Context: an optimization exercise on an open-source flow, tuned for small area, a short achievable clock period and few clock cycles. The choices shown serve that exercise and are no tape-out recipe. Where RTL was checked, it was by simulation tests only, not by an equivalence proof against the original. Power is estimated from default activity; no workload was simulated.

## mmult
module mmult#(parameter MATRIX_SIZE = 3,
              parameter INPUT_UNIT_LEN = 8,
              parameter OUTPUT_UNIT_LEN = INPUT_UNIT_LEN*2+1)
             (input clk,
              input reset_n,
              input enable,
              input [0:9*INPUT_UNIT_LEN-1] A_mat,
              input [0:9*INPUT_UNIT_LEN-1] B_mat,
              output valid,
              output wire [0:9*OUTPUT_UNIT_LEN-1] C_mat);
export LEC_CHECK = 0
export CAP_MARGIN = 30
export CORE_MARGIN = 2
export CORE_UTILIZATION = 40
export SETUP_SLACK_MARGIN = 3.3
export SLEW_MARGIN = 45
export SYNTH_HIERARCHICAL = 1
export TNS_END_PERCENT = 5
create_clock -name core_clock -period 8.0 [get_ports {clk}]
standard.sh (not shown) runs the stock make flow with config.mk's settings and CLKGATE_MAP_FILE= SYNTH_SCRIPT=/design/flow/synth_recipe.tcl, a recipe that flattens the netlist after the stock synthesis.
==> flow/flow/run.sh <==
#!/bin/bash
# The standard layout (the standard.sh, synthesis unchanged), except for
# the port buffers: every input and output port still gets exactly one
# buffer, but a buf_4 instead of the weak buffer buffer_ports picks on its
# own; after global placement the A_mat/B_mat buffers, which each drive 24
# partial products, are made buf_8 (upsize_inputs.tcl), and each port
# buffer is moved from beside its pin to the logic it serves
# (move_port_buffers.tcl); detailed placement then legalizes them.  make's
# output goes to standard.log; each step's log stays in orfs/logs.
set -euo pipefail
export BUFFER_PORTS_ARGS="-buffer_cell sky130_fd_sc_hd__buf_4"
export POST_GLOBAL_PLACE_TCL="$PWD/flow/post_gp.tcl"
bash standard.sh finish > standard.log 2>&1
Other scripts of this flow, unchanged in this note and not shown: flow/flow/move_port_buffers.tcl, flow/flow/post_gp.tcl, flow/flow/upsize_inputs.tcl
The first run went through all stages and came out clean.
==> next run, changes <==
CORE_UTILIZATION = 45   (was 40)
Worst hold slack gets worse by 0.020 ns.
Total power went up slightly.
Fmax fell slightly.
Final area barely changes.
No run of this note included a check of the RTL's function; only the layout flow was run.

========
Setup of build 25:
Another version of the RTL of mmult (not shown whole).
Size: about 4600 cells after synthesis, ~280 flip-flops, ~300 I/O pins.
==> flow/config.mk <==
export PLATFORM = sky130hd
export DESIGN_NAME = mmult
export DESIGN_NICKNAME = mmult
export VERILOG_FILES = /design/flow/design.v
export SDC_FILE = /design/flow/constraint.sdc
export NUM_CORES = 4
export LEC_CHECK = 0
export CAP_MARGIN = 30
export CORE_MARGIN = 2
export CORE_UTILIZATION = 40
export SETUP_SLACK_MARGIN = 3.5
export SLEW_MARGIN = 45
export SYNTH_HIERARCHICAL = 1
export TNS_END_PERCENT = 1
==> flow/constraint.sdc <==
create_clock -name core_clock -period 8.0 [get_ports {clk}]
set_input_delay 1.6000 -clock core_clock [delete_from_list [all_inputs] [get_ports {clk}]]
set_output_delay 1.6000 -clock core_clock [all_outputs]
set_load 0.01 [all_outputs]
==> flow/flow/run.sh <==
#!/bin/bash
# The standard layout (the standard.sh, synthesis unchanged), except for
# the port buffers: every input and output port still gets exactly one
# buffer, but a buf_4 instead of the weak buffer buffer_ports picks on its
# own, and after global placement each port buffer is moved from beside its
# pin to the logic it serves (move_port_buffers.tcl); detailed placement
# then legalizes it.  make's output goes to standard.log; each step's log
# stays in orfs/logs.
set -euo pipefail
export BUFFER_PORTS_ARGS="-buffer_cell sky130_fd_sc_hd__buf_4"
export POST_GLOBAL_PLACE_TCL="$PWD/flow/move_port_buffers.tcl"
bash standard.sh finish > standard.log 2>&1
==> flow/flow/move_port_buffers.tcl <==
# Move each port buffer from beside its pin to the logic it serves: an
# input port's buffer to the middle of the cells it drives, an output
# port's buffer next to the cell that drives it.  The port itself drives,
# or is driven by, the longer wire to the pin instead of a small logic
# cell.  Detailed placement legalizes the moved buffers afterwards.
set block [ord::get_db_block]
set moved 0
foreach bterm [$block getBTerms] {
  set net [$bterm getNet]
  if { $net == "NULL" } { continue }
  if { [$net getSigType] != "SIGNAL" } { continue }
  set iterms [$net getITerms]
  if { [llength $iterms] != 1 } { continue }
  set buf [[lindex $iterms 0] getInst]
  set master [[$buf getMaster] getName]
  if { ![string match "sky130_fd_sc_hd__buf_*" $master] } { continue }
  # the buffer's other net
  set other "NULL"
  foreach it [$buf getITerms] {
    set n [$it getNet]
    if { $n == "NULL" || $n == $net } { continue }
    if { [$n getSigType] != "SIGNAL" } { continue }
    set other $n
  }
  if { $other == "NULL" } { continue }
  set xs 0; set ys 0; set cnt 0
  foreach it [$other getITerms] {
    set i [$it getInst]
    if { $i == $buf } { continue }
    set loc [$i getLocation]
    incr xs [lindex $loc 0]; incr ys [lindex $loc 1]; incr cnt
  }
  if { $cnt == 0 } { continue }
  $buf setLocation [expr {$xs / $cnt}] [expr {$ys / $cnt}]
  $buf setPlacementStatus PLACED
  incr moved
}
puts "move_port_buffers: moved $moved port buffers"
Testbench counts of build 25, summed over its fixed seeds: cycles 320.
For build 36, these inputs were changed with respect to build 25:
-- flow/config.mk --
<<< build 25, line 9
export CORE_MARGIN = 2
export CORE_UTILIZATION = 40
export SETUP_SLACK_MARGIN = 3.5
export SLEW_MARGIN = 45
export SYNTH_HIERARCHICAL = 1
export TNS_END_PERCENT = 1
>>> build 36, line 9
export CORE_MARGIN = 2
export CORE_UTILIZATION = 60
export SETUP_SLACK_MARGIN = 3.3
export SLEW_MARGIN = 45
export SYNTH_HIERARCHICAL = 1
export TNS_END_PERCENT = 5
Notes after the runs:
Build 36 gives less number of CTS-inserted buffers than build 25 did. Comparing build 36 and build 25, the lower area overhead of the layout relative to synthesis is on build 36. Build 36 ends up with higher smallest hold slack than build 25 does. Looking at global-route usage, build 36 sits 13 points higher than build 25 does. As of build 36, number of diodes had fallen by a little under 10% compared to build 25. Relative to build 25, the power per unit of standard cell area measured on build 36 has decreased by a few percent. Fmax: build 36 lower than build 25. Across both runs, final net count was lower for build 36 than for build 25. Relative to build 25, the final area measured on build 36 has decreased by a few percent. Between build 36 and build 25, it is build 36 whose clock-buffer cell count is lower, by 1.
### build 36 -> build 89
==> flow/flow/run.sh <==
#!/bin/bash
# The standard layout (the standard.sh, synthesis unchanged), except that
# the port buffers are a stronger buffer than the one buffer_ports picks on
# its own: every input and output port still gets exactly one buffer.
set -euo pipefail
export BUFFER_PORTS_ARGS="-buffer_cell sky130_fd_sc_hd__buf_4"
bash standard.sh finish > standard.log 2>&1
-- flow/config.mk --
<<< build 36, line 9
export CORE_MARGIN = 2
export CORE_UTILIZATION = 60
export SETUP_SLACK_MARGIN = 3.3
>>> build 89, line 9
export CORE_MARGIN = 2
export CORE_UTILIZATION = 40
export PLACE_DENSITY = 0.75
export SETUP_SLACK_MARGIN = 3.3
removed: flow/flow/move_port_buffers.tcl
==> comparison <==
Summary of build 89 over build 36: flip-flop and latch share of the layout cell area decreased 0.17 points, power has increased. Die size: build 89 exceeds build 36. The core of build 89 is less densely filled than that of build 36. Wire length on met3: build 89 lower than build 36. The final layout from build 89, which completed every stage, passed the timing, design-rule and antenna checks at the end of the flow. Build 36 → build 89: number of buffers inserted during clock tree synthesis rose about 2.6%, met3 track demand over resource in global routing fell 9.2 points.
Changes in build 74 relative to build 89:
==> flow/flow/run.sh <==
#!/bin/bash
# The standard layout (the standard.sh, synthesis unchanged), except for
# the port buffers: every input and output port still gets exactly one
# buffer, but a buf_4 instead of the weak buffer buffer_ports picks on its
# own, and after global placement each port buffer is moved from beside its
# pin to the logic it serves (move_port_buffers.tcl); detailed placement
# then legalizes it.  make's output goes to standard.log; each step's log
# stays in orfs/logs.
set -euo pipefail
export BUFFER_PORTS_ARGS="-buffer_cell sky130_fd_sc_hd__buf_4"
export POST_GLOBAL_PLACE_TCL="$PWD/flow/move_port_buffers.tcl"
bash standard.sh finish > standard.log 2>&1
==> flow/flow/move_port_buffers.tcl (new file) <==
# Move each port buffer from beside its pin to the logic it serves: an
# input port's buffer to the middle of the cells it drives, an output
# port's buffer next to the cell that drives it.  The port itself drives,
# or is driven by, the longer wire to the pin instead of a small logic
# cell.  Detailed placement legalizes the moved buffers afterwards.
set block [ord::get_db_block]
set moved 0
foreach bterm [$block getBTerms] {
  set net [$bterm getNet]
  if { $net == "NULL" } { continue }
  if { [$net getSigType] != "SIGNAL" } { continue }
  set iterms [$net getITerms]
  if { [llength $iterms] != 1 } { continue }
  set buf [[lindex $iterms 0] getInst]
  set master [[$buf getMaster] getName]
  if { ![string match "sky130_fd_sc_hd__buf_*" $master] } { continue }
  # the buffer's other net
  set other "NULL"
  foreach it [$buf getITerms] {
    set n [$it getNet]
    if { $n == "NULL" || $n == $net } { continue }
    if { [$n getSigType] != "SIGNAL" } { continue }
    set other $n
  }
  if { $other == "NULL" } { continue }
  set xs 0; set ys 0; set cnt 0
  foreach it [$other getITerms] {
    set i [$it getInst]
    if { $i == $buf } { continue }
    set loc [$i getLocation]
    incr xs [lindex $loc 0]; incr ys [lindex $loc 1]; incr cnt
  }
  if { $cnt == 0 } { continue }
  $buf setLocation [expr {$xs / $cnt}] [expr {$ys / $cnt}]
  $buf setPlacementStatus PLACED
  incr moved
}
puts "move_port_buffers: moved $moved port buffers"
-- flow/config.mk --
<<< build 89, line 9
export CORE_MARGIN = 2
export CORE_UTILIZATION = 40
export PLACE_DENSITY = 0.75
export SETUP_SLACK_MARGIN = 3.3
export SLEW_MARGIN = 45
export SYNTH_HIERARCHICAL = 1
export TNS_END_PERCENT = 5
>>> build 74, line 9
export CORE_MARGIN = 2
export CORE_UTILIZATION = 50
export SETUP_SLACK_MARGIN = 3.5
export SLEW_MARGIN = 45
export SYNTH_HIERARCHICAL = 1
export TNS_END_PERCENT = 1
Findings:
- Reported for build 89 and build 74, worst hold path cell count turned out identical to the last digit.
- Cell area | build 74 vs build 89 | build 74 larger
- NOTE: global-route usage in build 74 exceeds that of build 89
- The non-clock buffer count of build 74 exceeds that of build 89 by about 2.6%.
- Fmax: build 74 higher than build 89
- There was hardly any difference in non-clock buffer share of cell area between build 74 and build 89.

port drivers added, routing unchanged:
The results above use ideal ports. As a check the final layouts listed here were re-extracted and re-timed, cells and wires unchanged. Step 1: set_driving_cell puts a clkbuf_16 on clk and a buf_2 on each other input, an assumption about the parent block. Step 2 times the ports against the registers' clock, not the clock port: input delays grow and output delays shrink by t, the midpoint of the rising clock arrivals with the driver on. Three values: ideal ports, drivers, drivers and shift; two values: the first two.
| run | t (ns) | setup slack, ns | worst hold slack (ns) | worst setup path after step 2 | pins driven straight from the clock port |
|---|---|---|---|---|---|
| the first run of note 1 | 0.686 | 3.376 / 3.217 / 2.531 | 1.192 / 1.151 / 1.838 | input to register | 1 |
| the second run of note 1 | 0.701 | 3.337 / 3.264 / 2.622 | 1.173 / 1.124 / 1.825 | input to register | 1 |
| build 25 | 0.692 | 3.442 / 3.289 / 2.597 | 1.180 / 1.134 / 1.826 | input to register | 1 |
| build 36 | 0.653 | 3.390 / 3.246 / 2.593 | 1.213 / 1.170 / 1.824 | input to register | 1 |
| build 89 | 0.696 | 3.167 / 3.092 / 2.616 | 1.180 / 1.130 / 1.826 | input to register | 1 |
| build 74 | 0.693 | 3.454 / 3.339 / 2.646 | 1.171 / 1.129 / 1.822 | input to register | 1 |
After both steps every run listed still meets setup and hold.
